This design comes from an exercise in tuning for small area, a short achievable clock period and few clock cycles on the open sky130 flow, not from production work.
The RTL was checked by simulation tests, not by an equivalence proof against the original design.
Power and IR drop assume default switching activity.

==> design.v <==
module encode#(
	parameter DATAWIDTH_STATE		= 16,
	parameter DATAWIDTH_XMAX		= 18,
	parameter DATAWIDTH_RCPFREQ		= 32,
	parameter DATAWIDTH_BIAS		= 10,
	parameter DATAWIDTH_CMPLFREQ	= 9,
	parameter DATAWIDTH_RCPSHIFT	= 6,
	parameter RANS_BYTE_L_SHIFT		= 8,
	parameter DATANUM				= 130560
)(
	input wire								clk,
	input wire								rst,
	input wire								start,
	output reg								onebyte_end,
	output reg								finish,
	input wire	[	 DATAWIDTH_XMAX-1:0]	x_max,
	input wire								x_max_valid,
	input wire	[ DATAWIDTH_RCPFREQ-1:0]	rcp_freq,
	input wire								rcp_freq_valid,
	input wire	[	 DATAWIDTH_BIAS-1:0]	bias,
	input wire								bias_valid,
	input wire	[DATAWIDTH_CMPLFREQ-1:0]	cmpl_freq,
	input wire								cmpl_freq_valid,
	input wire	[DATAWIDTH_RCPSHIFT-1:0]	rcp_shift,
	input wire								rcp_shift_valid,
	input wire								tvalid,
	input wire	[			   	    7:0]	tdata,
	input wire								tlast,
	output reg	[			   	    7:0]	byte_enc,
	output reg								out_valid
);
	function [9:0] r4step;
		input [7:0] R;
		input [1:0] d;
		input [7:0] f;
		input [9:0] f3;
		reg   [9:0]  W;
		reg   [10:0] d1, d2, d3;
		begin
			W  = {R, d};
			d1 = {1'b0, W} - {3'b0, f};
			d2 = {1'b0, W} - {2'b0, f, 1'b0};
			d3 = {1'b0, W} - {1'b0, f3};
			if (!d3[10])      r4step = {2'd3, d3[7:0]};
			else if (!d2[10]) r4step = {2'd2, d2[7:0]};
			else if (!d1[10]) r4step = {2'd1, d1[7:0]};
			else              r4step = {2'd0, W[7:0]};
		end
	endfunction
	reg rst_r;
	always @(posedge clk) rst_r <= rst;
	reg			ld_v;
	reg	[7:0]	ld_f;
	always @(posedge clk) begin
		ld_v <= x_max_valid;
		ld_f <= x_max[15:8];
	end
	reg	[7:0]	ld_cnt;		 
	reg	[8:0]	ld_acc;		 
	always @(posedge clk) begin
		if (rst_r) begin
			ld_cnt <= 8'd0;
			ld_acc <= 9'd0;
		end else if (ld_v) begin
			ld_cnt <= ld_cnt + 8'd1;
			ld_acc <= ld_acc + {1'b0, ld_f};
		end
	end
	reg	[3*255-1:0]	lsr;	 
	always @(posedge clk)
		if (ld_v) lsr <= {lsr[3*254-1:0], ld_acc[2:0]};
	reg	[7:0]	thr [1:32];
	genvar gk;
	generate for (gk = 1; gk <= 32; gk = gk + 1) begin : g_thr
		always @(posedge clk)
			if (ld_v && ld_acc[8:3] < gk) thr[gk] <= ld_cnt;
	end endgenerate
	reg	[7:0]	idx;
	always @(posedge clk)
		idx <= tvalid ? tdata : idx + 8'd1;
	wire [2:0] lrow [0:255];
	genvar gp;
	generate for (gp = 0; gp < 255; gp = gp + 1) begin : g_row
		assign lrow[gp] = lsr[3*gp +: 3];
	end endgenerate
	assign lrow[255] = 3'd0;
	wire [2:0] rd_lo = lrow[~idx];
	wire [32:1] t;
	generate for (gk = 1; gk <= 32; gk = gk + 1) begin : g_cmp
		assign t[gk] = idx > thr[gk];
	end endgenerate
	wire [4:0] rd_hi;
	assign rd_hi[4] = t[16] ^ t[32];
	assign rd_hi[3] = t[8] ^ t[16] ^ t[24] ^ t[32];
	assign rd_hi[2] = t[4] ^ t[8] ^ t[12] ^ t[16] ^ t[20] ^ t[24] ^ t[28] ^ t[32];
	assign rd_hi[1] = ^{t[2], t[4], t[6], t[8], t[10], t[12], t[14], t[16],
	                    t[18], t[20], t[22], t[24], t[26], t[28], t[30], t[32]};
	assign rd_hi[0] = ^t;
	wire [7:0] rd_cdf = {rd_hi, rd_lo};
	reg			v1, v2, v3, v4, v5, fin1;
	reg			l1, l2, l3, l4, l5;
	always @(posedge clk) begin
		if (rst_r) begin
			v1 <= 1'b0; v2 <= 1'b0; v3 <= 1'b0; v4 <= 1'b0; v5 <= 1'b0; fin1 <= 1'b0;
		end else begin
			v1 <= tvalid; v2 <= v1; v3 <= v2; v4 <= v3; v5 <= v4;
			fin1 <= v5 & l5;
		end
		l1 <= tlast; l2 <= l1; l3 <= l2; l4 <= l3; l5 <= l4;
	end
	reg	[7:0]	c0, c1;
	always @(posedge clk) begin
		if (v1) c0 <= rd_cdf;
		c1 <= rd_cdf;
	end
	reg	[7:0]	pf, pc;
	reg	[9:0]	pf3;
	wire [7:0] f_new = c1 - c0;
	always @(posedge clk)
		if (v3) begin
			pf  <= f_new;
			pf3 <= {2'b0, f_new} + {1'b0, f_new, 1'b0};
			pc  <= c0;
		end
	reg	[15:0]	x;
	wire [7:0] hi = x[15:8];
	wire [7:0] lo = x[7:0];
	wire [9:0] a1 = r4step(8'd0,    hi[7:6], pf, pf3);
	wire [9:0] a2 = r4step(a1[7:0], hi[5:4], pf, pf3);
	wire [9:0] b1 = r4step(hi,      lo[7:6], pf, pf3);
	wire [9:0] b2 = r4step(b1[7:0], lo[5:4], pf, pf3);
	wire need = hi >= pf;
	reg			s_need;
	reg	[7:0]	s_ra, s_rb;
	reg	[3:0]	s_qa, s_qb, s_ha, s_lb;
	always @(posedge clk)
		if (v4) begin
			s_need <= need;
			s_ra <= a2[7:0]; s_qa <= {a1[9:8], a2[9:8]}; s_ha <= hi[3:0];
			s_rb <= b2[7:0]; s_qb <= {b1[9:8], b2[9:8]}; s_lb <= lo[3:0];
		end
	wire [9:0] a3 = r4step(s_ra,    s_ha[3:2], pf, pf3);
	wire [9:0] a4 = r4step(a3[7:0], s_ha[1:0], pf, pf3);
	wire [9:0] b3 = r4step(s_rb,    s_lb[3:2], pf, pf3);
	wire [9:0] b4 = r4step(b3[7:0], s_lb[1:0], pf, pf3);
	wire [7:0] q_new = s_need ? {s_qa, a3[9:8], a4[9:8]} : {s_qb, b3[9:8], b4[9:8]};
	wire [7:0] r_new = s_need ? a4[7:0] : b4[7:0];
	wire [15:0] x_new = {q_new, r_new + pc};
	always @(posedge clk)
		if (start)   x <= 16'd256;
		else if (v5) x <= x_new;
	always @(posedge clk) begin
		onebyte_end <= tvalid;
		if (rst_r) begin
			out_valid <= 1'b0;
			finish    <= 1'b0;
		end else begin
			out_valid <= (v4 & need) | (v5 & l5) | fin1;
			finish    <= fin1;
		end
		if (v4)
			byte_enc <= lo;
		else if (fin1)
			byte_enc <= x[15:8];
		else
			byte_enc <= x_new[7:0];
	end
endmodule
==> run.sh <==
#!/bin/bash
# synth_recipe.tcl (not shown) runs the flow's synth.tcl, then flattens the netlist and writes it again
# the make line also repeats each setting of config.mk as NAME=value (left out here)
make -C /OpenROAD-flow-scripts/flow DESIGN_CONFIG=/design/flow/config.mk WORK_HOME=/design/flow/orfs CLKGATE_MAP_FILE= SYNTH_SCRIPT=/design/flow/synth_recipe.tcl finish
==> config.mk <==
export PLATFORM = sky130hd
export DESIGN_NAME = encode
export DESIGN_NICKNAME = encode
export VERILOG_FILES = /design/flow/design.v
export SDC_FILE = /design/flow/constraint.sdc
export NUM_CORES = 8
export LEC_CHECK = 0
export CAP_MARGIN = 20
export CORE_MARGIN = 2
export CORE_UTILIZATION = 45
export SLEW_MARGIN = 20
export SYNTH_MEMORY_MAX_BITS = 16384
==> constraint.sdc <==
create_clock -name core_clock -period 10.0 [get_ports {clk}]
set_input_delay 2.0000 -clock core_clock [delete_from_list [all_inputs] [get_ports {clk}]]
set_output_delay 2.0000 -clock core_clock [all_outputs]
set_load 0.01 [all_outputs]
==> flow_summary.yaml, run 1 <==
cells_and_area:
  final_area_mm2: 0.06517
  stdcell_count: 6627
  syn2layout_area_growth_pct: 11.28
  layout_common_cells: "edfxtp_1, ha_1, inv_1"
  final_nets: 5380
  fillers: 11125
  final_common_cell: "edfxtp_1"
  drive_above_1_share: 0.07391
floorplanning:
  die-area_mm2: 0.1330
  die_w_um: 364.8
  fp.dieH_um: 364.8
  initial_utilization: 0.4529
  core_mm2: 0.1293
  rows: 132
  io_pins: 104
cts:
  cts_tree: "built"
  post_cts_resized: 0
  path_clk_slew_ps: 60
  cts_setup_buffers: 0
  cts_sinks: 1168
  cts_buffer_depth: 3
  hold_buffers: 0
  insertion_delay_ps: 810
  cts_buffers: 119
  cts-root-buf: "clkbuf_16"
  htreeDepth: 3
sta:
  finalSetupTns_ps: 0
  finalMaxSlewViolations: 0
  clock_skew_ps: 103.3
  max_freq_mhz: 119.2
  worst-slew-pin-transition_ps: 1268
  fin_crit_sh: 0.8388
  rsz0062_at_grt: "no"
  setup_viol: 0
  slew_headroom: 0.1516
  period_minus_slack_ps: 8388
  hold_viol_final: 0
  setup_ws_ps: 1612
detailed_routing:
  routed_wl_mm: 186.2
  routed_via_density: 6.269
  wl_met3_mm: 24.68
  wire_per_inst_um: 28.10
  met1Wirelength_mm: 74.94
  firstDrtPassIters: 8
  ant_nets: 0
  wl_met2_mm: 77.94
  drtIter0Drc: 6066
  top_layer_used: "met5"
  vias: 41545
  route.detailed.drc: 0
grt:
  grt_pass1_vias: 39365
  grt_pass1_wl_mm: 266.9
  antenna_found_initial: 3
  grt_max_degree: 172
  grtUsageTotal: 0.2758
  overflow: 0
worst_setup_path:
  cp_max_fo: 11
  arrival_ps: 9020
  cp-start-kind: "flop"
  cpMaxStageDelayCell: "inv_1"
  max_stage_delay_ps: 650
  cp_data_required_time_ps: 10630
  critPathCaptureType: "flop"
  rrSetupSlack_ps: 1610
  cpMostUsedCell: "a21oi_1"
  worstSetupPathType: "reg -> reg"
synthesis:
  synth_cells: 4695
  synthSimpleGateAreaFrac: 0.08144
  synth_ff_type: "edfxtp_1"
  synth_edf_count: 1087
  synthXorXnorAreaFrac: 0.02275
  synthesis.area_mm2: 0.05856
  avgSynthCellArea_um2: 12.47
  syn_nets: 5296
  yosysWarnings: 2
  synth_top_area_frac: 0.5574
  synth-seq-cells: 1168
  yosys-top-cells-area: "edfxtp_1, ha_1, dfxtp_1"
  ys_types: 80
  synth_compound_area_frac: 0.1515
  synth_top_cell_by_area: "edfxtp_1"
  seq_area_frac_synth: 0.5851
  synthAdderAreaFrac: 0.1120
  async_flop_share: 0
  synthMuxAreaShare: 0.01312
  synth_top_family_by_area: "compound AO/OA/AOI/OAI gates"
placement:
  place_area_mm2: 0.06135
  dpl.hpwl_mm: 120.0
  place.port_buffers: 32
  place_congestion: 0.9608
  dp_cells: 6400
  pre_cts_ws_ps: 1707
worst_hold_path:
  hold_path.class: "reg -> reg"
run_status:
  outcome: "complete, no violations"
pwr:
  leakagePower_nw: 24.51
  peakVddDrop_mv: 0.1868
  pwr_density_cell_mw_per_mm2: 238.3
flow_run:
  max_cap_viol_count: 0
[layout make-up]
cell class,instances,area (um2),share of cell area
antenna,1,2.502,0.00003840
clock buffer,162,3189,0.04894
clock inverter,64,616.8,0.009465
inverter,343,1287,0.01976
multi-input combinational,3001,22400,0.3438
sequential,1168,34300,0.5264
tap,1742,2180,0.03344
timing repair buffer,146,1189,0.01824
[path summary, 6_finish.rpt]
kind / from / end / cells past startpoint
setup / recovery: pf[4] / byte_enc[7] / 29
hold / removal: l3 / l4 / 0
setup reg to reg: pf[4] / byte_enc[7] / 29
hold reg to reg: l3 / l4 / 0
[metrics by stage]
stage | power, mW | hold slack, ps | util
after floorplan | 9.724 | 309.6 | -
after global placement | 11.08 | 316.6 | 0.4744
after detailed placement | 11.19 | 321.6 | 0.4744
after CTS | 15.54 | 336.4 | 0.5038
after global routing | 16.33 | 336.0 | 0.5039
final | 15.53 | 336.4 | 0.5039
[logic make-up after synthesis]
kind of cell	count (synthesis)
adders and majority gates	508
buffers and inverters	526
AOI/OAI and AO/OA	1302
and+or+nand+nor	967
xor gates and xnor gates	149
DFF	1168
muxes	75
[routing by layer]
layer / global-route usage / up-vias
met5: 0 / -
met3: 0.08969 / 596
met1: 0.3800 / 20137
met2: 0.4027 / 2516
met4: 0.1082 / 2
li1: - / 18294
[state kept, by name (all words and copies together), names as in the netlist, 4 cells and up]
| register | flops |
|---|---|
| c1 | 8 |
| ld_f | 8 |
| s_ra | 8 |
| s_qb | 4 |
| pc | 8 |
| s_lb | 4 |
| pf3 | 10 |
| lsr | 765 |
| c0 | 8 |
| byte_enc | 8 |
| s_qa | 4 |
| ld_acc | 9 |
| idx | 8 |
| pf | 7 |
| s_ha | 4 |
| thr | 256 |
| x | 16 |
| ld_cnt | 8 |
| s_rb | 8 |
[cells in the mapped netlist, types with 22 or more instances]
cell type and instances:
fa_1 27, a22o_1 25, nand3_1 135, mux2i_1 61, edfxtp_1 1087, xnor2_1 103, a22oi_1 211, nor2_1 278
nor3_1 64, a222oi_1 22, a21o_1 87, nand2b_1 29, o21bai_1 52, xor2_1 44, ha_1 481, o22ai_1 112
a221oi_1 30, dfxtp_1 81, nand4_1 62, nor4_1 40, a31oi_1 31, nor2b_1 88, a21oi_1 249, o21ai_0 197
o21a_1 30, a211oi_1 26, inv_1 343, nand2_1 163, a32oi_1 75, and2_1 23, clkbuf_1 159
[critical path: cells and delay by family (launching register included)]
| kind | cells | cell delay (ps) |
|---|---|---|
| AOI/OAI and AO/OA | 15 | 3320 |
| xor gates and xnor gates | 1 | 210 |
| adders and majority gates | 3 | 1090 |
| buffers and inverters | 1 | 650 |
| DFF | 1 | 350 |
| muxes | 2 | 800 |
| and+or+nand+nor | 7 | 1880 |
[power by group]
| group | switching [mW] | internal [mW] | leakage (nW) |
|---|---|---|---|
| combinational | 2.95 | 1.99 | 11.3 |
| clock | 1.97 | 2.40 | 1.83 |
| sequential | 0.273 | 5.93 | 11.3 |
Testbench counts, summed over its fixed seeds: cycles 36,336.
==> run 2, diff against run 1 <==
--- a/config.mk
+++ b/config.mk
@@ -7,2 +7,3 @@
 export LEC_CHECK = 0
+export ABC_CLOCK_PERIOD_IN_PS = 3000
 export CAP_MARGIN = 20
@@ -10,2 +11,3 @@
 export CORE_UTILIZATION = 45
+export SETUP_SLACK_MARGIN = 5
 export SLEW_MARGIN = 20
==> run 2 against run 1 <==
Against the previous run:
- cell area is 4.8% higher
- via count is 2.9% higher
- total power is 7.5% higher
- highest routed layer unchanged
- critical endpoint unchanged
- die area stayed put
- routed wire length is 2.4% higher
- first-iteration DRC count is 1.3% higher
- sequential share of layout area is 2.4 points lower
- setup slack better by 2100 ps
- clock skew is 26 ps lower
- sequential power hardly changed
- core utilization is 2.4 points higher
==> flow_summary.yaml, run 2 <==
run_status:
  outcome: "complete, no violations"
cts:
  cts-root-buf: "clkbuf_16"
  cts_buffer_depth: 3
  path_clk_slew_ps: 70
  cts_tree: "built"
  cts_buffers: 115
  insertion_delay_ps: 780
  htreeDepth: 3
  cts_sinks: 1168
  hold_buffers: 0
worst_setup_path:
  cpMostUsedCell: "buf_4"
  cp-start-kind: "flop"
  max_stage_delay_ps: 430
  timing.critical_path.from: "pf[5]"
  arrival_ps: 6950
  critPathCaptureType: "flop"
  cp_max_fo: 9
  worstSetupPathType: "reg -> reg"
  cpMaxStageDelayCell: "or4b_1"
  cp_data_required_time_ps: 10620
  timing.rr.start: "pf[5]"
sta:
  worst-slew-pin-transition_ps: 1213
  hold_viol_final: 0
  slew_headroom: 0.1891
  max_freq_mhz: 158.0
  period_minus_slack_ps: 6330
  clock_skew_ps: 76.95
  rsz0062_at_grt: "yes"
  finalSetupTns_ps: 0
  setup_ws_ps: 3670
  finalMaxSlewViolations: 0
  fin_crit_sh: 0.6330
  setup_viol: 0
placement:
  place.port_buffers: 32
  place_area_mm2: 0.06156
  dpl.hpwl_mm: 119.3
  pre_cts_ws_ps: 1984
  place_congestion: 0.9688
grt:
  grt_max_degree: 193
  use_met3: 0.08099
  gr-usage-met1: 0.3866
  overflow: 0
  grt_pass1_vias: 40580
  grtUsageTotal: 0.2817
  antenna_found_initial: 6
  top_usage_layer: "met2"
  use_met2: 0.4202
  grt_pass1_wl_mm: 273.6
cells_and_area:
  syn2layout_area_growth_pct: 16.58
  largest-register: "lsr"
  largest_reg_flops: 765
  final_area_mm2: 0.06827
  layout_common_cells: "edfxtp_1, ha_1, inv_1"
  seq_area_mm2: 0.03430
  multiInputGateArea_mm2: 0.02365
  fillers: 10864
  final_nets: 5560
  reg.largest.list: "lsr x765, thr x256, x x16"
  final_common_cell: "edfxtp_1"
  finish.utilization: 0.5279
  drive_above_1_share: 0.1486
pwr:
  pwr_density_cell_mw_per_mm2: 244.6
  peakVddDrop_mv: 0.1859
  leakagePower_nw: 25.66
synthesis:
  yosysMostFrequentCell: "edfxtp_1"
  synth_ff_type: "edfxtp_1"
  yosys-top-cells-area: "edfxtp_1, ha_1, dfxtp_1"
  synth_commonest_cells: "edfxtp_1, ha_1, inv_1"
  ys_types: 80
  yosysWarnings: 2
  synth_cells: 4695
  synth_top_cell_by_area: "edfxtp_1"
  synth-seq-cells: 1168
  seq_area_frac_synth: 0.5851
  syn_nets: 5296
  synth_edf_count: 1087
  async_flop_share: 0
  avgSynthCellArea_um2: 12.47
  synth_top_area_frac: 0.5574
  synthesis.area_mm2: 0.05856
detailed_routing:
  routed_wl_mm: 190.7
  drtIter0Drc: 6147
  firstDrtPassIters: 10
  wire_per_inst_um: 28.00
  ant_nets: 0
  vias: 42734
  routed_via_density: 6.276
  route.detailed.drc: 0
floorplanning:
  fp.dieH_um: 364.8
  initial_utilization: 0.4529
  die-area_mm2: 0.1330
  rows: 132
  die_w_um: 364.8
  io_pins: 104
  core_mm2: 0.1293
worst_hold_path:
  min_from: "l4"
  hold_path.class: "reg -> reg"
flow_run:
  max_cap_viol_count: 0
## run 2: what timing repair did
item                                    CTS  global route
setup buffers                           135            51
endpoints found under the setup margin   39            39
pin swaps                                67            47
resized for setup                       189            73
cloned                                    1             0
## run 2: power by group
| group | switching [mW] | internal (mW) | total (mW) |
|---|---|---|---|
| clock | 1.99 | 2.54 | 4.53 |
| sequential | 0.263 | 5.93 | 6.20 |
| combinational | 3.32 | 2.65 | 5.97 |
## run 2: area by class of cell
type                    count  area share
diodes                      5   0.0001833
clock buffers             140     0.04457
clock inverters            80     0.01307
inverters                 343     0.01970
multi-input cells        3001      0.3464
flip-flops and latches   1168      0.5024
well taps                1742     0.03192
repair buffers            330     0.04173
## run 2: final timing paths
check	end	cells past startpoint	slack, ps
setup / recovery	byte_enc[7]	28	3670
hold / removal	l5	0	330
setup reg to reg	byte_enc[7]	28	3670
hold reg to reg	l5	0	330
## run 2: kinds of logic after synthesis
logic type	share of synthesized area
muxes	0.01312
DFF	0.5851
buffers and inverters	0.03410
xor gates and xnor gates	0.02275
and+or+nand+nor	0.08144
AOI/OAI and AO/OA	0.1515
adders and majority gates	0.1120
## run 2: per-stage QoR
stage / total power, mW / hold WS, ps / instances
after global routing: 17.53 / 331.9 / 6804
final: 16.70 / 326.7 / 6809
after CTS: 16.45 / 327.8 / 6751
after floorplan: 9.795 / 309.6 / 4695
after global placement: 11.10 / 312.8 / 6395
after detailed placement: 11.20 / 315.3 / 6395
## run 2: critical path, delay by kind of cell, from the launching register on
family / cells / cell delay [ps]
AOI/OAI and AO/OA: 11 / 2350
and+or+nand+nor: 8 / 1480
adders and majority gates: 3 / 960
buffers and inverters: 5 / 910
DFF: 1 / 410
xor gates and xnor gates: 1 / 140
## run 2: routing by layer
metal / vias up / share of wire / routed length, um
met2: 2576 / 0.43 / 82230
li1: 18700 / - / -
met3: 607 / 0.12 / 22910
met5: - / 0.00033 / 63
met4: 10 / 0.045 / 8521
met1: 20841 / 0.40 / 76960

re-timing with driven ports:
The results above use ideal ports. As a check the final layouts listed here were re-extracted and re-timed, cells and wires unchanged. Step 1 (the two cells are an assumption about what drives the block):
set clk [get_ports {clk}]
set_driving_cell -lib_cell sky130_fd_sc_hd__clkbuf_16 $clk
set_driving_cell -lib_cell sky130_fd_sc_hd__buf_2 [delete_from_list [all_inputs] $clk]
Step 2 also shifts input and output timing later by t, the mid clock arrival at the registers, as if the neighbouring blocks saw the same clock. Slacks: no drivers / after step 1 / after step 2; pairs: no drivers / after step 1.
run	t, ns	setup slack, ns	pins driven straight from the clock port
run 1	0.833	1.612 / 1.612 / 1.612	1
run 2	0.812	3.670 / 3.670 / 3.670	1
After both steps setup and hold are still met in every run listed.
